Source: an optimization exercise on an open RTL-to-GDS flow (aim: small area). Production flows keep margins and buffers that such runs may drop.
The RTL was checked by simulation tests, not by an equivalence proof against the original design.
Power and IR drop assume default switching activity.

==> trial 44 <==
==> flow/design.v (excerpt) <==
module UCIE_ctl_CNTL (
	input 				i_rst_n,
	input 				i_fdi_lclk,
	input 		[3:0] 	i_fdi_lp_state_req,
	input 				i_fdi_lp_rx_active_sts,
	input				i_fdi_lp_linkerror,
	input 		[3:0] 	i_rdi_pl_state_sts,
	input 				i_rdi_pl_inband_pres,
	input 		[2:0] 	i_rdi_pl_speedmode,
	input 		[2:0] 	i_rdi_pl_lnk_cfg,
	input 				i_rdi_pl_phyinrecenter,
	input 				i_rdi_pl_error,
	input 				i_rdi_pl_cerror,
	input 				i_rdi_pl_nferror,
	input 				i_rdi_pl_trainerror,
	input  			 	i_csr_UCIe_Link_Control_Retrain,
	input 		[31:0] 	i_csr_ADVCAP,
	input 				i_tx_overflow,
	input 				i_rx_overflow,
	input 				i_sb_busy_flag,
	input 				i_sb_pl_valid,
	input 		[4:0] 	i_sb_pl_decode,
	input 		[31:0] 	i_sb_pl_adv_cap_val,
	input 				i_sb_src_error,
	input 				i_sb_dst_error,
	input 				i_sb_opcode_error,
	input 				i_sb_unsupported_message,
	input 				i_sb_parity_error,
	output reg 	[3:0] 	o_fdi_pl_state_sts,
	output reg 			o_fdi_pl_inband_pres,
	output 	 			o_fdi_pl_rx_active_req,
	output 	 	[2:0] 	o_fdi_pl_protocol,
	output 	 	[3:0] 	o_fdi_pl_protocol_flitfmt,
	output 	 			o_fdi_pl_protocol_vld,
	output 	 	[2:0]	o_fdi_pl_speedmode,
	output 	 	[2:0]	o_fdi_pl_lnk_cfg,
	output 				o_fdi_pl_error,
	output 				o_fdi_pl_cerror,
	output 				o_fdi_pl_nferror,
	output 				o_fdi_pl_phyinrecenter,
	output 				o_fdi_pl_trainerror,
	output reg 	[3:0] 	o_rdi_lp_state_req,
	output 	 			o_rdi_lp_linkerror,
	output reg 	[4:0]	o_sb_lp_decode,
  ...
export LEC_CHECK = 0
export ABC_AREA = 1
export CAP_MARGIN = 0
export CORE_MARGIN = 2
export CORE_UTILIZATION = 65
export GPL_TIMING_DRIVEN = 0
export SLEW_MARGIN = 0
create_clock -name core_clock -period 6.0 [get_ports {i_fdi_lclk}]
standard.sh (not shown) runs the stock make flow with config.mk's settings and CLKGATE_MAP_FILE= SYNTH_SCRIPT=/design/flow/synth_recipe.tcl, a recipe that flattens the netlist after the stock synthesis.
==> flow/flow/run.sh <==
#!/bin/bash
# Layout flow: the standard synthesis; then the combinational logic between
# the (unchanged) registers is re-mapped by ABC with a few area-oriented
# scripts run side by side, keeping the smallest result; then the standard
# layout from floorplan on, with buf_1 port buffers, one tie cell per constant
# (no tie fanout split) and a clkbuf_8 clock tree without dummy loads.
set -euo pipefail
HERE=$(pwd)
RES=$HERE/orfs/results/sky130hd/UCIE_ctl_CNTL/base
LIB=$FLOW_HOME/platforms/sky130hd/lib/sky130_fd_sc_hd__tt_025C_1v80.lib
KNOBS=("BUFFER_PORTS_ARGS=-buffer_cell sky130_fd_sc_hd__buf_1"
       "SKIP_REPAIR_TIE_FANOUT=1"
       "CTS_ARGS=-sink_clustering_enable -repair_clock_nets -buf_list sky130_fd_sc_hd__clkbuf_8 -dont_use_dummy_load")

# 1. standard synthesis
bash standard.sh synth "${KNOBS[@]}" > standard_synth.log 2>&1
cp $RES/1_2_yosys.v std_1_2_yosys.v

# 2. re-map the combinational logic; registers and tie cells are kept as they are
DONT_USE=$(sed -n '/^export DONT_USE_CELLS/,/^$/p' $FLOW_HOME/platforms/sky130hd/config.mk \
           | grep -o 'sky130_fd_sc_hd__[a-z0-9_]*' | sed 's/^/-dont_use /' | tr '\n' ' ')
FF=$(grep -o 'sky130_fd_sc_hd__[a-z0-9_]*' std_1_2_yosys.v | sort -u | grep -E '__(df|edf|sdf|dl|conb)' | tr '\n' ' ')
best=""; best_area=""
# each script is run twice: re-mapping everything, and keeping the standard
# synthesis's XOR/XNOR cells as they are
XOR=$(grep -o 'sky130_fd_sc_hd__x[a-z0-9_]*' std_1_2_yosys.v | sort -u | tr '\n' ' ')
for s in $HERE/flow/area*.abc; do
 for keep in all x; do
  n=$(basename $s .abc)_$keep
  KEEP="$FF"; [[ $keep == x ]] && KEEP="$FF $XOR"
  cat > resyn_$n.ys <<EOT
read_liberty -ignore_miss_func $LIB
blackbox $KEEP
read_verilog std_1_2_yosys.v
hierarchy -top $FLOW_TOP
flatten
opt -purge
abc -liberty $LIB $DONT_USE -script $s
opt_clean -purge
setundef -zero
splitnets
opt_clean -purge
hilomap -singleton -hicell sky130_fd_sc_hd__conb_1 HI -locell sky130_fd_sc_hd__conb_1 LO
insbuf -buf sky130_fd_sc_hd__buf_1 A X
opt_clean -purge
tee -o resyn_$n.stat stat -liberty $LIB
write_verilog -noattr -nohex -nodec resyn_$n.v
EOT
  yosys -s resyn_$n.ys > resyn_$n.log 2>&1 &
 done
done
wait
for s in $HERE/flow/area*.abc; do
 for keep in all x; do
  n=$(basename $s .abc)_$keep
  a=$(grep -o "Chip area for module .*: [0-9.]*" resyn_$n.stat | awk '{print $NF}' || true)
  echo "$n $a" >> resyn_areas.txt
  if [[ -n "$a" ]] && { [[ -z "$best" ]] || awk -v a="$a" -v b="$best_area" 'BEGIN{exit !(a<b)}'; }; then
    best=$n; best_area=$a
  fi
 done
done
echo "chosen $best $best_area" >> resyn_areas.txt
cp resyn_$best.v resyn_1_2_yosys.v
cp resyn_1_2_yosys.v $RES/1_2_yosys.v
rm -f $RES/1_synth.odb $RES/1_synth.sdc

# 3. rest of the standard flow
bash standard.sh finish "${KNOBS[@]}" > standard_flow.log 2>&1
Other scripts of this flow, unchanged in this note and not shown: flow/flow/area1.abc, flow/flow/area2.abc, flow/flow/area4.abc
==> inputs of trial 17, as changes to trial 44 <==
--- a/flow/flow/run.sh
+++ b/flow/flow/run.sh
@@ -44,14 +44,14 @@
 insbuf -buf sky130_fd_sc_hd__buf_1 A X
 opt_clean -purge
 tee -o resyn_$n.stat stat -liberty $LIB
 write_verilog -noattr -nohex -nodec resyn_$n.v
 EOT
-  yosys -s resyn_$n.ys > resyn_$n.log 2>&1 &
  done
 done
-wait
+# run the scripts NUM_CORES at a time
+ls resyn_area*.ys | xargs -P ${NUM_CORES:-4} -I{} sh -c 'yosys -s {} > $(basename {} .ys).log 2>&1' || true
 for s in $HERE/flow/area*.abc; do
  for keep in all x; do
   n=$(basename $s .abc)_$keep
   a=$(grep -o "Chip area for module .*: [0-9.]*" resyn_$n.stat | awk '{print $NF}' || true)
   echo "$n $a" >> resyn_areas.txt
==> flow/flow/area3.abc (new file) <==
strash
&get -n
&deepsyn -T 30 -S 3
&put
dch -f
amap
==> flow/flow/area5.abc (new file) <==
strash
&get -n
&deepsyn -T 30 -S 7
&put
dch -f
amap
strash
dch -f
amap
--- a/flow/config.mk
+++ b/flow/config.mk
@@ -7,7 +7,6 @@
 export LEC_CHECK = 0
 export ABC_AREA = 1
 export CAP_MARGIN = 0
 export CORE_MARGIN = 2
 export CORE_UTILIZATION = 65
-export GPL_TIMING_DRIVEN = 0
 export SLEW_MARGIN = 0
==> inputs of trial 68, as changes to trial 44 <==
--- a/flow/design.v
+++ b/flow/design.v
@@ -177,65 +177,97 @@
 	wire sts_is_act = (~sts_q[2] & sts_q[0] & s_slq) | s_act | s_prr;
 	wire ld = (sts_is_act & (i_tx_overflow | i_rx_overflow)) | i_fdi_lp_linkerror | sb_err;
 	wire to_par_exch = s_see & to;
 	wire to_adapter  = (s_ssar | s_wrx | s_orx | s_slq) & to;
 	wire to_sst      = (s_prr | s_plr | s_par) & to;
-	wire x_les = ~(s_gr | s_nf | s_le | s_par);			 
-	wire x_ld  = ~(s_gr | s_nf | s_le | s_ple);			 
-	wire x_to  = s_req | s_see | s_ssar | s_wrx | s_orx | s_prr | s_slq | s_plr | s_par;	 
-	wire x_lr  = ~(s_gr | s_nf | s_ple | s_le | s_slq | s_slp | s_plr | s_lr);	 
-	wire go_le  = x_les & les;
-	wire go_ple = x_ld & (ld | (to & x_to));
-	wire go_slp = x_lr & sb_lreq;
-	wire go_slq = x_lr & lp_lr & (tnop_q | ~s_rst);
-	wire shared = go_le | go_ple | go_slp | go_slq;
-	reg [4:0] ns_own;
+	reg tnop_d;
 	always @(*) begin
-		ns_own = cs;
+		tnop_d = tnop_q;
+		ns = cs;
 		case (cs)
-			GR:   ns_own = RST;
-			RST:  if (i_rdi_pl_inband_pres | (lp_act & tnop_q)) ns_own = REQ;
-			REQ:  if (pl_act) ns_own = inb_q ? SSAR : SEE;
-			SEE:  if (sb_cap & ent) ns_own = cap_eq ? ND : NF;
-			ND:   ns_own = lp_act ? SSAR : WRX;
-			SSAR: if (ent & sb_areq & ~rx_q) ns_own = ORX;
-			      else if (ent & sb_arsp) ns_own = SARR;
-			SARR: ns_own = rx_q ? ACT : WRX;
-			WRX:  if (sb_areq) ns_own = ORX;
-			      else if (lp_act & ~tx_q) ns_own = SSAR;
-			ORX:  if (i_fdi_lp_rx_active_sts) ns_own = SSAP;
-			SSAP: if (ent) begin
-			          if (tx_q) ns_own = ACT;
-			          else if (sb_arsp) ns_own = SARR;
-			          else if (lp_act) ns_own = SSAR;
-			      end
-			ACT:  if (pl_rtr) ns_own = RTR;
-			      else if (lp_rtr | i_csr_UCIe_Link_Control_Retrain | i_rdi_pl_error) ns_own = PRR;
-			PRR:  if (pl_rtr) ns_own = RTR;
-			RTR:  if (lp_act & tnop_q) ns_own = REQ;
-			NF:   ns_own = PLE;
-			PLE:  ;
-			LE:   if (pl_rst) ns_own = RST;
-			      else if (to & ~ld & lp_act) ns_own = PAR;
-			SLQ:  if (ent & sb_lrsp) ns_own = PLR;
-			      else if (ent & sb_lreq) ns_own = SLP;
-			SLP:  if (ent & pl_lr) ns_own = LR;
-			PLR:  if (pl_lr) ns_own = LR;
-			LR:   if (pl_rst) ns_own = RST;
-			      else if (lp_act) ns_own = PAR;
-			PAR:  if (pl_rst) ns_own = RST;
-			default: ns_own = GR;
+			GR: ns = RST;
+			RST: begin
+				if (les) ns = LE;
+				else if (ld) ns = PLE;
+				else if (sb_lreq) ns = SLP;
+				else if (lp_lr & tnop_q) ns = SLQ;
+				else begin
+					if (i_rdi_pl_inband_pres | (lp_act & tnop_q)) ns = REQ;
+					tnop_d = lp_nop & ~i_rdi_pl_inband_pres;
+				end
+			end
+			REQ, SEE, SSAR, WRX, ORX, PRR, ND, SARR, SSAP, ACT, RTR: begin
+				if (les) ns = LE;
+				else if (ld | (to & (s_req | s_see | s_ssar | s_wrx | s_orx | s_prr))) ns = PLE;
+				else if (sb_lreq) ns = SLP;
+				else if (lp_lr) ns = SLQ;
+				else case (cs)
+					REQ:  if (pl_act) ns = inb_q ? SSAR : SEE;
+					SEE:  if (sb_cap & ent_q | sb_cap & busy_edge) ns = cap_eq ? ND : NF;
+					ND:   ns = lp_act ? SSAR : WRX;
+					SSAR: if (i_sb_pl_valid & ent) begin
+					          if (sb_areq & ~rx_q) ns = ORX;
+					          else if (sb_arsp) ns = SARR;
+					      end
+					SARR: ns = rx_q ? ACT : WRX;
+					WRX:  if (sb_areq) ns = ORX;
+					      else if (lp_act & ~tx_q) ns = SSAR;
+					ORX:  if (i_fdi_lp_rx_active_sts) ns = SSAP;
+					SSAP: if (ent) begin
+					          if (tx_q) ns = ACT;
+					          else if (sb_arsp) ns = SARR;
+					          else if (lp_act) ns = SSAR;
+					      end
+					ACT:  if (pl_rtr) ns = RTR;
+					      else if (lp_rtr | i_csr_UCIe_Link_Control_Retrain | i_rdi_pl_error) ns = PRR;
+					PRR:  if (pl_rtr) ns = RTR;
+					RTR:  begin
+					          if (lp_act & tnop_q) ns = REQ;
+					          tnop_d = lp_nop;
+					      end
+					default: ;
+				endcase
+			end
+			NF: ns = PLE;
+			PLE: if (les) ns = LE;
+			LE: begin
+				if (pl_rst) ns = RST;
+				else if (to & ~ld & lp_act) ns = PAR;
+			end
+			SLQ: begin
+				if (les) ns = LE;
+				else if (ld | to) ns = PLE;
+				else if (ent) begin
+					if (sb_lrsp) ns = PLR;
+					else if (sb_lreq) ns = SLP;
+				end
+			end
+			SLP: begin
+				if (les) ns = LE;
+				else if (ld) ns = PLE;
+				else if (ent & pl_lr) ns = LR;
+			end
+			PLR: begin
+				if (les) ns = LE;
+				else if (ld | to) ns = PLE;
+				else if (pl_lr) ns = LR;
+			end
+			LR: begin
+				if (les) ns = LE;
+				else if (ld) ns = PLE;
+				else if (pl_rst) ns = RST;
+				else if (lp_act) ns = PAR;
+			end
+			PAR: begin
+				if (ld | to) ns = PLE;
+				else if (sb_lreq) ns = SLP;
+				else if (lp_lr) ns = SLQ;
+				else if (pl_rst) ns = RST;
+			end
+			default: ns = GR;
 		endcase
 	end
-	always @(*) begin
-		if (go_le)       ns = LE;
-		else if (go_ple) ns = PLE;
-		else if (go_slp) ns = SLP;
-		else if (go_slq) ns = SLQ;
-		else             ns = ns_own;
-	end
-	wire tnop_d = shared ? tnop_q : s_rst ? (lp_nop & ~i_rdi_pl_inband_pres) : s_rtr ? lp_nop : tnop_q;
 	wire t_en = (s_req | s_see | s_ssar | s_wrx | s_orx | s_prr | s_le | s_slq | s_plr | s_par) & ~tflag;
 	wire t_zero = (tcnt == 8'd0);
 	wire [7:0] t_nxt = t_zero ? (s_le ? 8'h04 : 8'hBA) : {tcnt[6:0], ~(tcnt[7] ^ tcnt[5] ^ tcnt[4] ^ tcnt[3])};
 	always @(posedge i_fdi_lclk or negedge i_rst_n) begin
 		if (!i_rst_n) begin
@@ -260,11 +292,11 @@
 			tx_q <= s_sarr | (tx_q & ~(s_gr | s_rst | s_act));
 			rx_q <= s_ssap | (rx_q & ~(s_gr | s_rst | s_act));
 			busy_q <= i_sb_busy_flag;
 			ent_q <= ent;
 			caps_q <= caps;
-			neg_q <= i_csr_ADVCAP[3:0];	 
+			if (s_see) neg_q <= i_csr_ADVCAP[3:0];
 			tcnt <= t_en ? t_nxt : 8'd0;
 	end
 	assign o_fdi_pl_error         = i_rdi_pl_error;
 	assign o_fdi_pl_cerror        = i_rdi_pl_cerror;
 	assign o_fdi_pl_nferror       = i_rdi_pl_nferror;
@@ -324,23 +356,19 @@
 	wire       u_ertr = (l_ertr & g) | p_ertr;
 	wire link_pend = u_upd | u_b19 | u_b20 | u_b21;
 	wire int_pend  = |u_int;
 	wire unc_pend  = |u_unc;
 	wire adp_pend  = |u_adp;
-	wire l_idle = (ls == L_IDLE);
-	wire m_link = link_pend & (ls != L_LINK);
-	wire m_int  = int_pend  & (ls != L_INT);
-	wire m_unc  = unc_pend  & (ls != L_UNC);
-	wire m_adp  = adp_pend  & (ls != L_ADP);
 	always @(*) begin
-		if (ls == L_CLR)  lns = L_IDLE;
-		else if (m_link)  lns = L_LINK;
-		else if (m_int)   lns = L_INT;
-		else if (m_unc)   lns = L_UNC;
-		else if (m_adp)   lns = L_ADP;
-		else if (l_idle & u_ertr) lns = L_CLR;
-		else              lns = L_IDLE;
+		case (ls)
+			L_IDLE: lns = link_pend ? L_LINK : int_pend ? L_INT : unc_pend ? L_UNC : adp_pend ? L_ADP : u_ertr ? L_CLR : L_IDLE;
+			L_LINK: lns = int_pend ? L_INT : unc_pend ? L_UNC : adp_pend ? L_ADP : L_IDLE;
+			L_INT:  lns = link_pend ? L_LINK : unc_pend ? L_UNC : adp_pend ? L_ADP : L_IDLE;
+			L_UNC:  lns = link_pend ? L_LINK : int_pend ? L_INT : adp_pend ? L_ADP : L_IDLE;
+			L_ADP:  lns = link_pend ? L_LINK : int_pend ? L_INT : unc_pend ? L_UNC : L_IDLE;
+			default: lns = L_IDLE;
+		endcase
 	end
 	always @(*) begin
 		o_csr_wr = 1'b1;
 		o_csr_addr = 8'h00;
 		o_csr_wdata = 32'd0;
--- a/flow/config.mk
+++ b/flow/config.mk
@@ -7,7 +7,6 @@
 export LEC_CHECK = 0
 export ABC_AREA = 1
 export CAP_MARGIN = 0
 export CORE_MARGIN = 2
 export CORE_UTILIZATION = 65
-export GPL_TIMING_DRIVEN = 0
 export SLEW_MARGIN = 0
==> qor summary <==
Synthesized Nets: trial 68 763; trial 44 752; trial 17 746
Total Power: trial 68 2.50 mW; trial 44 1.96 mW; trial 17 1.52 mW
Clock latency at the later pin of the worst-skew pair: trial 68 0.37 ns; trial 44 0.36 ns; trial 17 0.36 ns
Cell with the biggest individual delay on the critical path: trial 68 sky130_fd_sc_hd__dfrtp_1; trial 44 sky130_fd_sc_hd__clkinv_1; trial 17 sky130_fd_sc_hd__nor4bb_1
Worst slack at placement: trial 68 1.05 ns; trial 44 0.901 ns; trial 17 1.14 ns
Number of vias after detailed routing: trial 68 5811; trial 44 5658; trial 17 5490
Hold path startpoint: trial 68 tcnt[6]$_SDFF_PP0_; trial 44 l_spd[0]$_DFF_P_; trial 17 ent_q$_DFF_P_
Fraction of met3 tracks used by global routing: trial 68 10.8%; trial 44 7.93%; trial 17 9.33%
Net switching share of the total power: trial 68 46.9%; trial 44 42.2%; trial 17 37.5%
Outcome: trial 68 no timing/DRC/antenna violations; trial 44 no timing/DRC/antenna violations; trial 17 no timing/DRC/antenna violations
Vias per cell: trial 68 6.18; trial 44 6.00; trial 17 6.01
Power of the combinational group: trial 68 1.33 mW; trial 44 0.867 mW; trial 17 0.522 mW
Flop+latch power: trial 68 0.851 mW; trial 44 0.777 mW; trial 17 0.678 mW
Maximum clock skew at final layout: trial 68 0.0398 ns; trial 44 0.0276 ns; trial 17 0.0231 ns
Multi-input gate area: trial 68 2630 µm²; trial 44 2470 µm²; trial 17 2490 µm²
Arrival time of data at the critical path endpoint: trial 68 4.13 ns; trial 44 4.49 ns; trial 17 4.05 ns
Final cell area excluding filler cells: trial 68 5760 µm²; trial 44 5610 µm²; trial 17 5540 µm²
Number of optimization iterations in the first detailed-route pass: trial 68 7; trial 44 5; trial 17 8
Fin util: trial 68 79.8%; trial 44 81.7%; trial 17 80.7%
Overall die area: trial 68 8130 µm²; trial 44 7860 µm²; trial 17 7870 µm²

separate check: timing with driven ports:
How much do the figures lean on ideal ports? The routed layouts below were timed once more, with nothing changed but the port constraints.
Step 1 sets driving cells, clkbuf_16 on the clock port and buf_2 on the other inputs (assumed; they add their load-dependent delay and slew).
Step 2, shift: input delay + t, output delay - t, t = (earliest + latest rising clock arrival at the registers) / 2. This alone moves slack from input paths to output paths.
Three values: no drivers, after step 1, after step 2; two values: the first two.
run | t, ns | setup slack, ns | slew at the worst register clock pin (ns)
trial 44 | 0.383 | 0.313 / 0.280 / 0.662 | 0.10 / 0.10
trial 17 | 0.380 | 0.749 / 0.721 / 1.088 | 0.09 / 0.09
trial 68 | 0.376 | 0.670 / 0.644 / 0.765 | 0.10 / 0.10
After both steps every run listed still meets setup and hold.
